Source: an optimization exercise on an open RTL-to-GDS flow (aim: small area). Production flows keep margins and buffers that such runs may drop. The RTL was checked by simulation tests, not by an equivalence proof against the original design. In every run shown here, the design's own scripts or RTL, not TritonCTS, make the clock network. The flow treats the clock pin as an ideal source. Dropping or thinning the clock tree relies on that and would not hold on a real chip. Power is estimated from default activity; no workload was simulated.

`flow/design.v`:
```
module TENBASET_TxD(clk20, rst, Ethernet_TDp, Ethernet_TDm, DataIN, win);
input clk20;
input rst;
input [7:0] DataIN;           
output Ethernet_TDp, Ethernet_TDm;
output win;                   
reg [17:0] cnt; always @(posedge clk20) if(rst) cnt <= 18'h000DD; else cnt <= cnt + 1'b1;
reg s1, s2;
always @(posedge clk20) if(rst) begin s1 <= 0; s2 <= 0; end else if(&cnt) begin s1 <= 1'b1; s2 <= s1; end
assign win = (cnt[6:0] == 7'd94);
wire [13:0] m = cnt[17:4];    
wire [2:0]  b = cnt[3:1];     
reg [7:0] pay; always @(posedge clk20) if(cnt[3:0] == 4'd14) pay <= DataIN;
localparam [511:0] HDR = 512'h0000C805000400040200A8C02C00A8C092B3118000000000DC0500450008907856341200C2C7E0E82400D5555555555555550000000000000000000000000000;
wire hdrbit = HDR[{m[5:0], b}];
wire in_hdr   = (m < 14'd64);
wire in_ctl   = (m >= 14'd18) && (m < 14'd22);      
wire in_crc   = (m >= 14'd22) && (m < 14'd1536);       
wire in_flush = (m >= 14'd1536);
wire databit  = in_hdr ? hdrbit : pay[b];
localparam [31:0] CTL = 32'hC1E29990;
reg [31:0] CRC;
wire cin = in_crc ? (databit ^ CRC[31]) : (in_ctl & CTL[{m[1:0], b}]);
always @(posedge clk20) if(~cnt[0]) CRC <= {CRC[30:0], 1'b0} ^ ({32{cin}} & 32'h04C11DB7);
wire frame = s1 & (cnt >= 18'h000E0) & (cnt < 18'h06040);
wire txbit = in_flush ? ~CRC[31] : databit;
wire pulse = (~s1 & ((cnt == 18'h200DD) | (cnt == 18'h200DE)))
           | (s1 & ~s2 & ((cnt == 18'h000DD) | (cnt == 18'h000DE)))
           | (s1 & (cnt >= 18'h06040) & (cnt <= 18'h06045))
           | (s1 & ((cnt == 18'h2603E) | (cnt == 18'h2603F)));
reg Ethernet_TDp, Ethernet_TDm;
always @(posedge clk20)
  if(rst) begin Ethernet_TDp <= 0; Ethernet_TDm <= 0; end
  else if(frame) begin
    if(~cnt[0]) begin Ethernet_TDp <= ~txbit; Ethernet_TDm <= txbit; end
    else begin Ethernet_TDp <= Ethernet_TDm; Ethernet_TDm <= Ethernet_TDp; end
  end
  else begin Ethernet_TDp <= pulse; Ethernet_TDm <= 1'b0; end
endmodule
module dvd(clk20, rst, Ethernet_TDp, Ethernet_TDm , DataIN );
input clk20;
input rst;
input [7:0] DataIN ;
output Ethernet_TDp,Ethernet_TDm;
wire win;
reg [14:0] ACCADD;
reg [7:0] ACC;
always @(posedge clk20) begin
  ACCADD <= (win ? 15'd0 : ACCADD) + DataIN;
  if (win) ACC <= ACCADD[14:7];
end
TENBASET_TxD trn_inst(clk20, rst, Ethernet_TDp, Ethernet_TDm, ACC, win);
endmodule
```
`flow/flow/run.sh`:
```
#!/bin/bash
# Own layout flow: the standard synthesis, then the combinational logic is
# mapped again by ABC for area (registers untouched), then the standard ORFS
# steps with small port buffers and a clock fed by 3 buffers (flow/cts_pre.tcl).
set -euo pipefail
W=$(pwd)
R=$W/orfs/results/sky130hd/dvd/base
LIB=$FLOW_HOME/platforms/sky130hd/lib/sky130_fd_sc_hd__tt_025C_1v80.lib
bash standard.sh synth > $W/log_synth.txt 2>&1
cp $R/1_2_yosys.v $W/std_synth.v
LIB=$LIB IN=$W/std_synth.v OUT=$R/1_2_yosys.v SCR=$W/flow/area.abc yosys -c $W/flow/reopt.tcl > $W/log_reopt.txt 2>&1
rm -f $R/1_synth.odb $R/1_synth.sdc
bash standard.sh "BUFFER_PORTS_ARGS=-buffer_cell sky130_fd_sc_hd__buf_1" "PRE_CTS_TCL=$W/flow/cts_pre.tcl" "CLK_GROUPS=3" "CLK_BUF=sky130_fd_sc_hd__clkbuf_16" finish > $W/log_finish.txt 2>&1
```
`flow/flow/area.abc`:
```
strash; dch -f; map -a; strash; dch -f; map -a; topo
```
`flow/flow/cts_pre.tcl`:
```
# Clock distribution without a tree: the flip-flops are split into a few
# groups by position (k-means) and one clock buffer at each group's centre
# drives that group's clock pins; the clock port drives only these buffers.
# Replaces clock_tree_synthesis in ORFS's cts.tcl.
set block [ord::get_db_block]
set dbu [$block getDefUnits]
set k $::env(CLK_GROUPS)
set pts {}
foreach inst [$block getInsts] {
  set it [$inst findITerm CLK]
  if {$it == "NULL"} { continue }
  set bb [$inst getBBox]
  lappend pts [list [expr {([$bb xMin] + [$bb xMax]) / 2.0 / $dbu}] [expr {([$bb yMin] + [$bb yMax]) / 2.0 / $dbu}] [$inst getName]]
}
set pts [lsort -real -index 0 $pts]
set n [llength $pts]
# start from k slices along x, then refine
set cen {}
for {set j 0} {$j < $k} {incr j} {
  set p [lindex $pts [expr {int(($j + 0.5) * $n / $k)}]]
  lappend cen [list [lindex $p 0] [lindex $p 1]]
}
for {set it 0} {$it < 50} {incr it} {
  set grp {}
  for {set j 0} {$j < $k} {incr j} { lappend grp {} }
  foreach p $pts {
    set best 0; set bd 1e30
    for {set j 0} {$j < $k} {incr j} {
      set c [lindex $cen $j]
      set d [expr {abs([lindex $p 0] - [lindex $c 0]) + abs([lindex $p 1] - [lindex $c 1])}]
      if {$d < $bd} { set bd $d; set best $j }
    }
    lset grp $best [concat [lindex $grp $best] [list $p]]
  }
  set cen {}
  foreach g $grp {
    set sx 0; set sy 0
    foreach p $g { set sx [expr {$sx + [lindex $p 0]}]; set sy [expr {$sy + [lindex $p 1]}] }
    set m [llength $g]
    if {$m == 0} { lappend cen {0 0} } else { lappend cen [list [expr {$sx / $m}] [expr {$sy / $m}]] }
  }
}
set j 0
foreach g $grp c $cen {
  if {[llength $g] == 0} { continue }
  set pins {}
  foreach p $g { lappend pins [get_pins "[lindex $p 2]/CLK"] }
  puts "clock buffer $j at $c for [llength $g] flip-flops"
  set b [insert_buffer -buffer_cell $::env(CLK_BUF) -net clk20 -load_pins $pins -location $c -buffer_name clkbuf_g$j -net_name clknet_g$j]
  [[[$block findInst [get_full_name $b]] findITerm X] getNet] setSigType CLOCK
  incr j
}
proc clock_tree_synthesis {args} {
  set_propagated_clock [all_clocks]
}
```
`flow/flow/reopt.tcl`:
```
# Re-map the combinational cells of a mapped netlist with ABC; flip-flops stay as they are.
yosys -import
set lib $::env(LIB)
read_liberty -ignore_miss_func $lib
read_verilog $::env(IN)
hierarchy -top dvd
foreach m {dfxtp_1 dfxtp_2 dfxtp_4 edfxtp_1 dfrtp_1 dfrtp_2 dfrtp_4 dfstp_1 dfstp_2 dfstp_4 dfxbp_1 dfxbp_2 conb_1} { catch { blackbox sky130_fd_sc_hd__$m } }
flatten
opt -purge
abc -liberty $lib -dont_use *lpflow* -dont_use *probe* -script $::env(SCR)
opt_clean -purge
hilomap -singleton -hicell sky130_fd_sc_hd__conb_1 HI -locell sky130_fd_sc_hd__conb_1 LO
tee -o $::env(OUT).stat stat -liberty $lib
write_verilog -noattr -nohex -nodec $::env(OUT)
```
`flow/standard.sh`:
```
#!/bin/bash
# synth_recipe.tcl (not shown) runs the flow's synth.tcl, then flattens the netlist and writes it again
# the make line also repeats each setting of config.mk as NAME=value (left out here)
make -C /OpenROAD-flow-scripts/flow DESIGN_CONFIG=/design/flow/config.mk WORK_HOME=/design/flow/orfs CLKGATE_MAP_FILE= SYNTH_SCRIPT=/design/flow/synth_recipe.tcl "${@:-finish}"
```
`flow/config.mk`:
```
export PLATFORM = sky130hd
export DESIGN_NAME = dvd
export DESIGN_NICKNAME = dvd
export VERILOG_FILES = /design/flow/design.v
export SDC_FILE = /design/flow/constraint.sdc
export NUM_CORES = 4
export LEC_CHECK = 0
export CAP_MARGIN = 20
export CORE_MARGIN = 2
export CORE_UTILIZATION = 40
export SLEW_MARGIN = 20
```
`flow/constraint.sdc`:
```
create_clock -name core_clock -period 10.0 [get_ports {clk20}]
set_input_delay 2.0000 -clock core_clock [delete_from_list [all_inputs] [get_ports {clk20}]]
set_output_delay 2.0000 -clock core_clock [all_outputs]
set_load 0.01 [all_outputs]
```
==> results of run 1 <==
==> critical path: cells and delay by family (launching register included) <==
family / cells / cell delay (ns)
compound gates: 6 / 0.67
buf+inv: 11 / 1.49
flops: 1 / 0.53
simple gates: 16 / 2.54
==> worst max-delay path by stage <==
stage / slack [ns] / cells after the start / to / startpoint
floorplan: 5.31 / 33 / ACCADD[14] / trn_inst.cnt[3]
global placement: 4.42 / 33 / ACCADD[14] / trn_inst.cnt[3]
detailed placement: 4.11 / 33 / ACCADD[14] / trn_inst.cnt[3]
CTS: 4.07 / 33 / ACCADD[14] / trn_inst.cnt[3]
global route: 3.86 / 33 / ACCADD[14] / trn_inst.cnt[3]
finish: 4.64 / 33 / ACCADD[14] / trn_inst.cnt[3]
==> through the flow <==
step           setup slack [ns]  hold WS [ns]
2_1_floorplan              5.31         0.400
3_3_place_gp               4.42         0.402
3_5_place_dp               4.11         0.405
4_1_cts                    4.07         0.429
5_1_grt                    3.86         0.433
6_report                   4.64         0.425
==> final cells by class, without the clock buffers <==
class	instances	area, um2
inverters	60	225
well taps	108	135
multi-input cells	250	1280
flip-flops and latches	85	2180
repair buffers	12	48.8
fillers	841	4860
==> cells in the final DEF, fill, tap and decap left out, types with 2 or more instances in the layout <==
cell / n
xor2_1: 17
nor3_1: 11
clkinv_1: 60
o211ai_1: 2
buf_1: 11
o311ai_0: 4
a22oi_1: 2
a311oi_1: 4
o2111ai_1: 4
nand2_1: 39
nand3_1: 22
a31oi_1: 5
edfxtp_1: 48
nor2_1: 74
a21oi_1: 18
o21ai_0: 34
clkbuf_16: 3
xnor2_1: 3
nand4_1: 2
dfxtp_1: 37
==> power by group <==
| group | switching (mW) | internal (mW) | total [mW] |
|---|---|---|---|
| Combinational | 0.0837 | 0.0514 | 0.135 |
| Clock | 0.0786 | 0.0554 | 0.134 |
| Sequential | 0.0253 | 0.419 | 0.444 |
| Total | 0.188 | 0.526 | 0.713 |
==> per-layer routing <==
| metal | up-vias | GRT usage (%) |
|---|---|---|
| li1 | 1395 | - |
| met1 | 1219 | 20.5 |
| met2 | 80 | 22.3 |
| met3 | 16 | 0.627 |
| met4 | 0 | 2.32 |
| met5 | - | 0 |
==> sequential cells by signal, indices dropped and copies added (netlist names) <==
name / cells
trn_inst.CRC: 32
trn_inst.cnt: 18
ACCADD: 15
ACC: 8
trn_inst.pay: 8
trn_inst.Ethernet_TDm: 1
trn_inst.Ethernet_TDp: 1
trn_inst.s1: 1
trn_inst.s2: 1
==> results.toml, run 1 <==
[status]
outcome = "finished clean"

[route]
ant_nets = 0
dr.max_layer_used = "met4"
wl_met2_um = 3010
routed_wl_um = 6650
drt_iter0_markers = 133
wl_met3_um = 264
met1_length_um = 3230
wl_per_cell_um = 12.8
firstDrtPassIters = 4
drc = 0
routed-via-count = 2710
drt-vias-per-instance = 5.23

[sta]
worst_slew_pin_slew_ns = 0.837
rsz0062_at_grt = "false"
setup_viol = 0
slew_headroom_pct = 44.2
finalHoldViolCount = 0
maxSlewViolCount = 0
min_period_ns = 5.36
finalSetupTns_ns = 0
max_freq_ghz = 0.186
finalCritPeriodShare_pct = 53.6
skew_ns = 0.0166

[die]
die_h_um = 99.9
rows = 34
fp.coreArea_um2 = 8810
start_util_pct = 41.8
die_area_um2 = 9980
io_pins = 12
die_w_um = 99.9

[grt]
antenna_found_initial = 0
grt_pass1_wl_um = 11700
grt_start_max_net_pins = 35
grt_overflow = 0
first_global_vias = 2488
grt_usage_pct = 13.6

[synthesis]
syn-instance-count = 395
syn-mean-instance-area_um2 = 9.32
synth_nets = 405
syn_area_um2 = 3680
yosys_warnings = 2

[placement]
port_buffers = 11
place_area_um2 = 3860
dpl.cell_count = 515
gp_congestion = 0.875
hpwl_um = 4780

[final_layout]
finalNetCount = 422
drive_gt1_share_pct = 1.46
fin_util_pct = 44.8
area_growth_pct = 7.17
final_area_um2 = 3940
antenna_cells = 0
final_cells = 518

[clocking]
clock_latency_ns = 0.17
cts_setup_buffers = 0
clkSlewWorstSetupHoldPaths_ns = 0.11
cts_resized = 0
holdBufCountCts = 0

[worst_setup_path]
arrival_ns = 5.41
startpoint_type = "register"
critPathMaxStageDelay_ns = 0.58
critPathKind = "register to register"
reg2reg_to = "ACCADD[14]"
required_ns = 10.05
end_kind = "register"
r2r_start = "trn_inst.cnt[3]"
r2r_setup_slack_ns = 4.64
cpMostUsedCell = "nand2_1"
cp_slowest_cell = "nand2_1"
path_max_fanout = 20
reg2reg_depth = 33

[power_and_ir_drop]
ir_worst_vdd_mv = 0.108
power_density_nw_per_um2 = 181
design_power_total_mw = 0.713
leakagePower_nw = 1.39

[hold_path]
holdCritStartpoint = "trn_inst.CRC[23]"
whs_endpoint = "trn_inst.CRC[24]"
hold_path_depth = 0
worstHoldPathType = "register to register"

[job]
max-cap-violations = 0
==> inputs of run 2 (changes only) <==
==> flow/flow/area.abc (replaced) <==
strash; &get -n; &deepsyn -T 300; &put; strash; dch -f; map -a; strash; dch -f; map -a; strash; dch -f; map -a; topo
==> run 2 against run 1 <==
Against the previous run: die area down 3.5%; final cell count down 4.8%; highest routed layer unchanged; clock power about the same; utilization down 0.78 points; register-to-register slack better by 1.5 ns; critical endpoint unchanged; largest cell class unchanged; sequential power up 1%; global-route usage down 0.98 points; sequential cell count unchanged; fmax up 3.2%; still clean; synthesized cell count down 6.6%.
==> results.toml, run 2 <==
[worst_setup_path]
r2r_start = "trn_inst.cnt[1]"
cp_slowest_cell = "or2_2"
r2r_setup_slack_ns = 6.16
end_kind = "register"
critPathKind = "input pin to register"
startpoint_type = "input pin"
required_ns = 10.07
critPathMaxStageDelay_ns = 0.30
cpMostUsedCell = "clkinv_1"
arrival_ns = 5.26
reg2reg_to = "trn_inst.CRC[8]"
path_max_fanout = 3
reg2reg_depth = 14

[sta]
rsz0062_at_grt = "false"
slew_headroom_pct = 29.4
skew_ns = 0.0120
finalHoldViolCount = 0
worst_slew_pin_slew_ns = 1.05
max_freq_ghz = 0.192
finalSetupTns_ns = 0
maxSlewViolCount = 0
fin_ws_ns = 4.80
min_period_ns = 5.20
setup_viol = 0
finalCritPeriodShare_pct = 52.0
whs_ns = 0.430

[clocking]
clkSlewWorstSetupHoldPaths_ns = 0.11
cts_resized = 0
holdBufCountCts = 0
cts_setup_buffers = 0
clock_latency_ns = 0.17

[placement]
gp_congestion = 0.925
hpwl_um = 4230
dp_slack_ns = 4.56
dpl.cell_count = 489
port_buffers = 11

[hold_path]
whs_endpoint = "trn_inst.pay[3]"
worstHoldPathType = "register to register"
holdCritStartpoint = "ACC[3]"
hold_path_depth = 0

[route]
drc = 0
drt_iter0_markers = 87
ant_nets = 0
wl_per_cell_um = 12.0
drt-vias-per-instance = 5.07
firstDrtPassIters = 5
routed_wl_um = 5930
routed-via-count = 2498

[grt]
antenna_found_initial = 0
first_global_vias = 2345
grt_overflow = 0
grt_usage_pct = 12.6
grt_start_max_net_pins = 36
grt_pass1_wl_um = 10600

[final_layout]
final_cells = 493
largest_reg_flops = 32
reg_top3 = "trn_inst.CRC (32), trn_inst.cnt (18), ACCADD (15)"
layout_common_cells = "61 x nor2_1, 48 x edfxtp_1, 48 x clkinv_1, 42 x nand2_1, 37 x dfxtp_1"
layout_commonest_cell = "nor2_1"
antenna_cells = 0
finalNetCount = 397
drive_gt1_share_pct = 2.60
area_growth_pct = 7.65
top_register = "trn_inst.CRC"

[power_and_ir_drop]
leakagePower_nw = 1.34
power_density_nw_per_um2 = 190
ir_worst_vdd_mv = 0.116

[synthesis]
yosys_warnings = 2
syn-instance-count = 369
synth_nets = 379
syn-mean-instance-area_um2 = 9.61
syn_area_um2 = 3550

[die]
start_util_pct = 40.9
rows = 34
die_w_um = 98.2
die_h_um = 98.2
fp.coreArea_um2 = 8680
io_pins = 12
die_area_um2 = 9640

[status]
outcome = "finished clean"

[job]
max-cap-violations = 0
==> run 2: worst max-delay path, delay by kind of cell <==
kind	cells	cell delay, ns
buf+inv	11	0.95
simple gates	12	1.31
compound gates	9	1.02
==> run 2: worst max-delay path by stage <==
stage                   start          to  slack [ns]  cells past startpoint
CTS                 DataIN[0]  ACCADD[14]        4.77                     32
finish              DataIN[0]  ACCADD[14]        4.80                     32
detailed placement  DataIN[0]  ACCADD[14]        4.56                     32
floorplan           DataIN[0]  ACCADD[14]        5.03                     31
global route        DataIN[0]  ACCADD[14]        4.10                     32
global placement    DataIN[0]  ACCADD[14]        4.72                     32
==> run 2: per-layer routing <==
metal,vias to the layer above,part of all wire [%],global-route usage (%)
li1,1299,-,-
met1,1156,49,18.4
met5,-,0,0
met3,9,3.0,0.716
met4,0,1.9,2.11
met2,34,46,21.4
==> run 2: cell type report, without the clock buffers <==
| cell class | count | area [um2] |
|---|---|---|
| well taps | 108 | 135 |
| fillers | 856 | 4860 |
| multi-input cells | 236 | 1190 |
| flip-flops and latches | 85 | 2180 |
| inverters | 48 | 180 |
| repair buffers | 13 | 56.3 |
==> run 2: where the power goes <==
group	internal (mW)	switching [mW]
Combinational	0.0575	0.0833
Clock	0.0555	0.0806
Sequential	0.420	0.0292
Total	0.533	0.193
==> run 2: stage by stage <==
step | cell area (um2) | util, % | power [mW]
after detailed placement | 3740 | 43.1 | 0.599
final | 3820 | 44.0 | 0.726
after global routing | 3820 | 44.0 | 0.776
after global placement | 3740 | 43.1 | 0.592
after CTS | 3810 | 43.9 | 0.733
after floorplan | 3550 | - | 0.566
==> inputs of run 3 (changes only) <==
==> flow/flow/run.sh (replaced) <==
#!/bin/bash
# Own layout flow: the standard synthesis, then the combinational logic is
# mapped again by ABC for area (registers untouched; best of 4 deepsyn seeds),
# then the standard ORFS steps with small port buffers and a clock fed by a
# few buffers placed at the centres of groups of flip-flops (flow/cts_pre.tcl).
set -euo pipefail
CLK_GROUPS_SET=3; CLK_BUF_SET=sky130_fd_sc_hd__clkbuf_16
W=$(pwd)
R=$W/orfs/results/sky130hd/dvd/base
LIB=$FLOW_HOME/platforms/sky130hd/lib/sky130_fd_sc_hd__tt_025C_1v80.lib
bash standard.sh synth > $W/log_synth.txt 2>&1
cp $R/1_2_yosys.v $W/std_synth.v
pids=()
for s in 2 3 4 5; do
  sed "s/@SEED@/$s/" $W/flow/area.abc > $W/area_$s.abc
  LIB=$LIB IN=$W/std_synth.v OUT=$W/re_$s.v SCR=$W/area_$s.abc yosys -c $W/flow/reopt.tcl > $W/log_reopt_$s.txt 2>&1 &
  pids+=($!)
done
for p in "${pids[@]}"; do wait $p; done
best=""; ba=1e30
for s in 2 3 4 5; do
  a=$(grep "Chip area" $W/re_$s.v.stat | awk '{print $NF}')
  echo "seed $s area $a" >> $W/log_reopt_pick.txt
  if python3 -c "import sys; sys.exit(0 if float('$a') < float('$ba') else 1)"; then best=$s; ba=$a; fi
done
echo "picked seed $best" >> $W/log_reopt_pick.txt
cp $W/re_$best.v $R/1_2_yosys.v
rm -f $R/1_synth.odb $R/1_synth.sdc
bash standard.sh "BUFFER_PORTS_ARGS=-buffer_cell sky130_fd_sc_hd__buf_1" "PRE_CTS_TCL=$W/flow/cts_pre.tcl" "CLK_GROUPS=$CLK_GROUPS_SET" "CLK_BUF=$CLK_BUF_SET" finish > $W/log_finish.txt 2>&1
==> flow/flow/area.abc (replaced) <==
strash; &get -n; &deepsyn -T 300 -S @SEED@; &put; strash; dch -f; map -a; strash; dch -f; map -a; strash; dch -f; map -a; topo
--- a/flow/flow/cts_pre.tcl
+++ b/flow/flow/cts_pre.tcl
@@ -16,27 +16,45 @@
 set n [llength $pts]
+if {$k == 4} {
+  # four equal groups: halves by x, then each half by y
+  set h [expr {$n / 2}]
+  set grp {}
+  foreach half [list [lrange $pts 0 [expr {$h - 1}]] [lrange $pts $h end]] {
+    set half [lsort -real -index 1 $half]
+    set q [expr {[llength $half] / 2}]
+    lappend grp [lrange $half 0 [expr {$q - 1}]] [lrange $half $q end]
+  }
+} else {
 # start from k slices along x, then refine
+  set cen {}
+  for {set j 0} {$j < $k} {incr j} {
+    set p [lindex $pts [expr {int(($j + 0.5) * $n / $k)}]]
+    lappend cen [list [lindex $p 0] [lindex $p 1]]
+  }
+  for {set it 0} {$it < 50} {incr it} {
+    set grp {}
+    for {set j 0} {$j < $k} {incr j} { lappend grp {} }
+    foreach p $pts {
+      set best 0; set bd 1e30
+      for {set j 0} {$j < $k} {incr j} {
+        set c [lindex $cen $j]
+        set d [expr {abs([lindex $p 0] - [lindex $c 0]) + abs([lindex $p 1] - [lindex $c 1])}]
+        if {$d < $bd} { set bd $d; set best $j }
+      }
+      lset grp $best [concat [lindex $grp $best] [list $p]]
+    }
+    set cen {}
+    foreach g $grp {
+      set sx 0; set sy 0
+      foreach p $g { set sx [expr {$sx + [lindex $p 0]}]; set sy [expr {$sy + [lindex $p 1]}] }
+      set m [llength $g]
+      if {$m == 0} { lappend cen {0 0} } else { lappend cen [list [expr {$sx / $m}] [expr {$sy / $m}]] }
+    }
+  }
+  }
 set cen {}
-for {set j 0} {$j < $k} {incr j} {
-  set p [lindex $pts [expr {int(($j + 0.5) * $n / $k)}]]
-  lappend cen [list [lindex $p 0] [lindex $p 1]]
-}
-for {set it 0} {$it < 50} {incr it} {
-  set grp {}
-  for {set j 0} {$j < $k} {incr j} { lappend grp {} }
-  foreach p $pts {
-    set best 0; set bd 1e30
-    for {set j 0} {$j < $k} {incr j} {
-      set c [lindex $cen $j]
-      set d [expr {abs([lindex $p 0] - [lindex $c 0]) + abs([lindex $p 1] - [lindex $c 1])}]
-      if {$d < $bd} { set bd $d; set best $j }
-    }
-    lset grp $best [concat [lindex $grp $best] [list $p]]
-  }
-  set cen {}
-  foreach g $grp {
-    set sx 0; set sy 0
-    foreach p $g { set sx [expr {$sx + [lindex $p 0]}]; set sy [expr {$sy + [lindex $p 1]}] }
-    set m [llength $g]
-    if {$m == 0} { lappend cen {0 0} } else { lappend cen [list [expr {$sx / $m}] [expr {$sy / $m}]] }
-  }
+foreach g $grp {
+  set sx 0; set sy 0
+  foreach p $g { set sx [expr {$sx + [lindex $p 0]}]; set sy [expr {$sy + [lindex $p 1]}] }
+  set m [llength $g]
+  if {$m == 0} { lappend cen {0 0} } else { lappend cen [list [expr {$sx / $m}] [expr {$sy / $m}]] }
 }
==> run 3 against run 2 <==
Against the previous run: critical path depth unchanged; sequential cell count unchanged; critical path type unchanged; fmax rose by 0.10%.
==> results.toml, run 3 <==
[route]
routed_wl_um = 5900
firstDrtPassIters = 4
drt-vias-per-instance = 4.99
drc = 0
routed-via-count = 2439
wl_per_cell_um = 12.1
ant_nets = 0
drt_iter0_markers = 64

[final_layout]
area_growth_pct = 7.10
top_register = "trn_inst.CRC"
drive_gt1_share_pct = 2.10
reg_top3 = "trn_inst.CRC (32), trn_inst.cnt (18), ACCADD (15)"
largest_reg_flops = 32
finalNetCount = 393
layout_common_cells = "68 x nor2_1, 49 x clkinv_1, 48 x edfxtp_1, 42 x nand2_1, 37 x dfxtp_1"
fillers = 850
layout_commonest_cell = "nor2_1"
antenna_cells = 0

[sta]
maxSlewViolCount = 0
max_freq_ghz = 0.193
setup_viol = 0
finalHoldViolCount = 0
slew_headroom_pct = 51.5
finalCritPeriodShare_pct = 51.9
rsz0062_at_grt = "false"
worst_slew_pin_slew_ns = 0.726
whs_ns = 0.432
min_period_ns = 5.19
skew_ns = 0.0381
finalSetupTns_ns = 0

[worst_setup_path]
crit_path_end = "ACCADD[14]"
r2r_setup_slack_ns = 6.35
cp_num_cells = 32
worst-path-buf-inv = 11
critPathMaxStageDelay_ns = 0.30
r2r_start = "trn_inst.cnt[0]"
cp_slowest_cell = "or2_2"
critPathKind = "input pin to register"
path_max_fanout = 3
arrival_ns = 5.27
critPathLaunch = "DataIN[0]"
cp_top_family = "simple AND/OR/NAND/NOR gates"
cpMostUsedCell = "clkinv_1"
reg2reg_to = "trn_inst.s2"
startpoint_type = "input pin"
reg2reg_depth = 19
end_kind = "register"
required_ns = 10.08

[grt]
grt_overflow = 0
grt_pass1_wl_um = 10300
grt_start_max_net_pins = 37
antenna_found_initial = 0
first_global_vias = 2314
grt_usage_pct = 12.3

[job]
max-cap-violations = 0

[clocking]
holdBufCountCts = 0
cts_setup_buffers = 0
clock_latency_ns = 0.18
clkSlewWorstSetupHoldPaths_ns = 0.12
cts_resized = 0

[power_and_ir_drop]
design_power_total_mw = 0.718
ir_worst_vdd_mv = 0.116
power_density_nw_per_um2 = 189
leakagePower_nw = 1.30

[placement]
port_buffers = 11
gp_congestion = 0.832
hpwl_um = 4220

[die]
fp.coreArea_um2 = 8640
rows = 34
die_w_um = 98.1
die_h_um = 98.1
start_util_pct = 41.0
io_pins = 12
die_area_um2 = 9620

[hold_path]
worstHoldPathType = "register to register"

[synthesis]
syn_area_um2 = 3540
syn-instance-count = 367
synth_nets = 377
syn-mean-instance-area_um2 = 9.65
yosys_warnings = 2

[status]
outcome = "finished clean"
==> run 3: cell types whose count changed in the layout (fill, tap and decap cells not counted), moves of 2 or more <==
cell     before  now
nor3_1       15   17
a21oi_1      31   17
nor2_1       61   68
buf_4         2    0
==> run 3: layout make-up, without the clock buffers <==
class                   count  area, um2  area share, %
flip-flops and latches     85       2180           57.5
multi-input cells         232       1170           30.9
inverters                  50        188           4.95
well taps                 108        135           3.56
repair buffers             11       41.3           1.09
==> run 3: where the power goes <==
| group | switching, mW | internal [mW] |
|---|---|---|
| registers | 0.0259 | 0.420 |
| logic | 0.0814 | 0.0545 |
| clock network | 0.0811 | 0.0555 |
| total | 0.188 | 0.530 |
==> run 3: worst min-delay path by stage <==
stage,end,startpoint,cells after the start,slack (ns)
floorplan,trn_inst.CRC[13],trn_inst.CRC[12],0,0.40
global placement,trn_inst.pay[4],ACC[4],0,0.40
detailed placement,trn_inst.CRC[25],trn_inst.CRC[24],0,0.40
CTS,trn_inst.pay[3],ACC[3],0,0.43
global route,trn_inst.pay[4],ACC[4],0,0.44
finish,trn_inst.CRC[25],trn_inst.CRC[24],0,0.43
==> run 3: metal layers <==
layer	GRT usage, %	up-vias	wire [um]
met5	0	-	0
met3	1.15	9	223
met1	17.3	1102	2790
li1	-	1285	-
met4	2.14	0	104
met2	21.3	43	2780
==> run 3: metrics by stage <==
step | utilization, % | setup WS [ns] | std cells | instance area (um2)
2_1_floorplan | - | 5.03 | 367 | 3540
4_1_cts | 43.9 | 4.78 | 489 | 3790
3_3_place_gp | 43.0 | 4.74 | 486 | 3720
5_1_grt | 43.9 | 4.19 | 489 | 3790
6_report | 43.9 | 4.81 | 489 | 3790
3_5_place_dp | 43.0 | 4.57 | 486 | 3720

## static timing again, ports no longer ideal
The flow's constraints put no driver on any port. The routed layouts listed below were extracted and timed again, unchanged, in two steps.
Step 1: set_driving_cell puts a clkbuf_16 on clk20 and a buf_2 on each other input, an assumption about the parent block.
Step 2 moves the port delays by t, midway between the first and last clock arrival at a register: inputs arrive t later, outputs are due t later. That takes back most of the time a late clock gives input paths.
Slacks: no drivers / after step 1 / after step 2; pairs: no drivers / after step 1.
| run | shift t [ns] | setup slack, ns | worst setup path after step 2 | worst register clock-pin slew, ns |
|---|---|---|---|---|
| run 1 | 0.216 | 4.637 / 4.637 / 4.637 | register to register | 0.11 / 0.11 |
| run 2 | 0.222 | 4.805 / 4.848 / 4.626 | input to register | 0.11 / 0.11 |
| run 3 | 0.220 | 4.810 / 4.852 / 4.632 | input to register | 0.12 / 0.12 |
After both steps setup and hold are still met in every run listed. The setup slack of run 2, which loses most, moves by +0.043 ns with the drivers and by -0.179 ns with both steps.
